Source: an optimization exercise on an open RTL-to-GDS flow (aim: small area). Production flows keep margins and buffers that such runs may drop.
Where RTL was checked, it was by simulation tests only, not by an equivalence proof against the original.
Power is estimated from default activity; no workload was simulated.

## gain
module gain
   ( input  logic                 clk,
     input  logic                 reset,
     input  logic                 avsWr,
     input  logic        [ 31 : 0 ] avsWrData,
     output logic        [ 31 : 0 ] avsRdData,
     input  logic                 st,
     input  logic signed [ 15 : 0 ] a,
     output logic                 rdy,
     output logic signed [ 15 : 0 ] y );
Size in the first run: roughly 740 cells after synthesis, ~66 flip-flops, roughly 100 I/O pins.
Settings: LEC_CHECK=0, CAP_MARGIN=20, CORE_MARGIN=2, CORE_UTILIZATION=40, SETUP_SLACK_MARGIN=0.05, SLEW_MARGIN=20, SYNTH_HIERARCHICAL=1, SYNTH_MINIMUM_KEEP_SIZE=0; clock period 6.4 ns.
run.sh (not shown) runs the stock make flow with config.mk's settings and CLKGATE_MAP_FILE= SYNTH_SCRIPT=/design/flow/synth_recipe.tcl, a recipe that flattens the netlist after the stock synthesis.
Rerun with:
--- a/flow/design.v
+++ b/flow/design.v
@@ -25,26 +25,26 @@
    end
 endmodule
 module gainMult
    ( input  logic                   clk,
      input  logic                   reset,
      input  logic                   st,
      input  logic signed [ 15 : 0 ] a,
      input  logic        [ 15 : 0 ] coef,
      output logic                   rdy,
      output logic signed [ 15 : 0 ] y );
    logic          [ 1 : 0 ] rdyReg;
    logic         [ 15 : 0 ] aReg;
-   logic         [ 23 : 0 ] nP;       
-   logic         [ 23 : 0 ] P;
+   logic         [ 23 : 8 ] nP;       
+   logic         [ 23 : 8 ] P;
    logic         [ 14 : 0 ] aMag;     
    logic         [ 15 : 0 ] cSuf;     
    logic                    big, neg, ovf;
    logic [ 20 : 0 ] ra, rb, rs;
    logic pp1, pp2, pp3, pp4, pp5, pp6, pp7, pp8, pp9, pp10, pp11, pp12, pp13, pp14, pp15, pp16;
    logic pp17, pp18, pp19, pp20, pp21, pp22, pp23, pp24, pp25, pp26, pp27, pp28, pp29, pp30, pp31, pp32;
    logic pp33, pp34, pp35, pp36, pp37, pp38, pp39, pp40, pp41, pp42, pp43, pp44, pp45, pp46, pp47, pp48;
    logic pp49, pp50, pp51, pp52, pp53, pp54, pp55, pp56, pp57, pp58, pp59, pp60, pp61, pp62, pp63, pp64;
    logic pp65, pp66, pp67, pp68, pp69, pp70, pp71, pp72, pp73, pp74, pp75, pp76, pp77, pp78, pp79, pp80;
    logic pp81, pp82, pp83, pp84, pp85, pp86, pp87, pp88, pp89, pp90, pp91, pp92, pp93, pp94, pp95, pp96;
    logic pp97, pp98, pp99, pp100, pp101, pp102, pp103, pp104, pp105, pp106, pp107, pp108, pp109, pp110, pp111, pp112;
    logic pp113, pp114, pp115, pp116, pp117, pp118, pp119, pp120, pp121, pp122, pp123, pp124, pp125, pp126, pp127, pp128;
@@ -510,25 +510,25 @@
    gainFa fa624 ( pp186, pp198, pp209, s623, c624 );
    gainFa fa626 ( pp219, pp228, c606, s625, c626 );
    gainFa fa628 ( c608, c610, s621, s627, c628 );
    gainFa fa630 ( s623, c612, s625, s629, c630 );
    gainFa fa632 ( c614, s627, c616, s631, c632 );
    gainFa fa634 ( s629, c618, s631, s633, c634 );
    assign c635 = pp17 & s229;
    gainFa fa637 ( s231, s233, c635, s636, c637 );
    gainFa fa639 ( s237, s239, c637, s638, c639 );
    assign ra = { c620, c604, c586, c566, c544, c520, c494, c466, c438, c410, c384, c360, c338, s335, c300, c284, s281, s267, s255, s245, 1'b1 };
    assign rb = { s633, s619, s603, s585, s565, s543, s519, s493, s465, s437, s409, s383, s359, s337, s317, s299, s283, s269, s257, s247, c639 };
    assign rs = ra + rb;
-   assign nP[ 23 : 4 ] = rs[ 20 : 1 ];
+   assign nP[ 23 : 8 ] = rs[ 20 : 5 ];
    assign P = ~nP;
    assign aMag = aReg[ 14 : 0 ] ^ { 15{ aReg[ 15 ] } };
    assign cSuf[ 15 ] = coef[ 15 ];
    for ( genvar k = 14; k >= 0; k-- ) begin : gSuf
       assign cSuf[ k ] = cSuf[ k + 1 ] | coef[ k ];
    end
    assign big = |( aMag[ 14 : 8 ] & { cSuf[ 9 ], cSuf[ 10 ], cSuf[ 11 ], cSuf[ 12 ], cSuf[ 13 ], cSuf[ 14 ], cSuf[ 15 ] } );
    assign neg = aReg[ 15 ] & cSuf[ 0 ];
    assign ovf = big | ( P[ 23 ] ^ neg );
    always_ff @( posedge clk, posedge reset )
    if ( reset ) begin
       y      <= '0;
Combinational power barely changes.
Synthesized cell count stays the same.
Core utilization is unchanged.
Die area is unchanged.
Worst setup slack does not change.
Clock power barely changes.
First-iteration DRC count does not change.
Sequential power hardly moves.
Critical path depth is unchanged.
Clock-buffer cell count does not change.
Non-clock buffer count does not change.
Clock skew is unchanged.
For the first run of this note, only the layout was checked, not whether the RTL still works.

-- what the ideal ports hide --
How much do the figures lean on ideal ports? The routed layouts below were timed once more, with nothing changed but the port constraints. Step 1, drivers: a clkbuf_16 drives clk and a buf_2 each remaining input, both assumed. Step 2, shift: input delay + t, output delay - t, t = (earliest + latest rising clock arrival at the registers) / 2. This alone moves slack from input paths to output paths. a / b / c = ideal / step 1 / step 2; a / b = the first two.
| run | t, ns | slack for setup (ns) | slew at the worst register clock pin (ns) |
|---|---|---|---|
| the first run | 0.381 | 0.540 / 0.540 / 0.540 | 0.07 / 0.07 |
| the second run | 0.381 | 0.540 / 0.540 / 0.540 | 0.07 / 0.07 |
After both steps setup and hold are still met in every run listed.
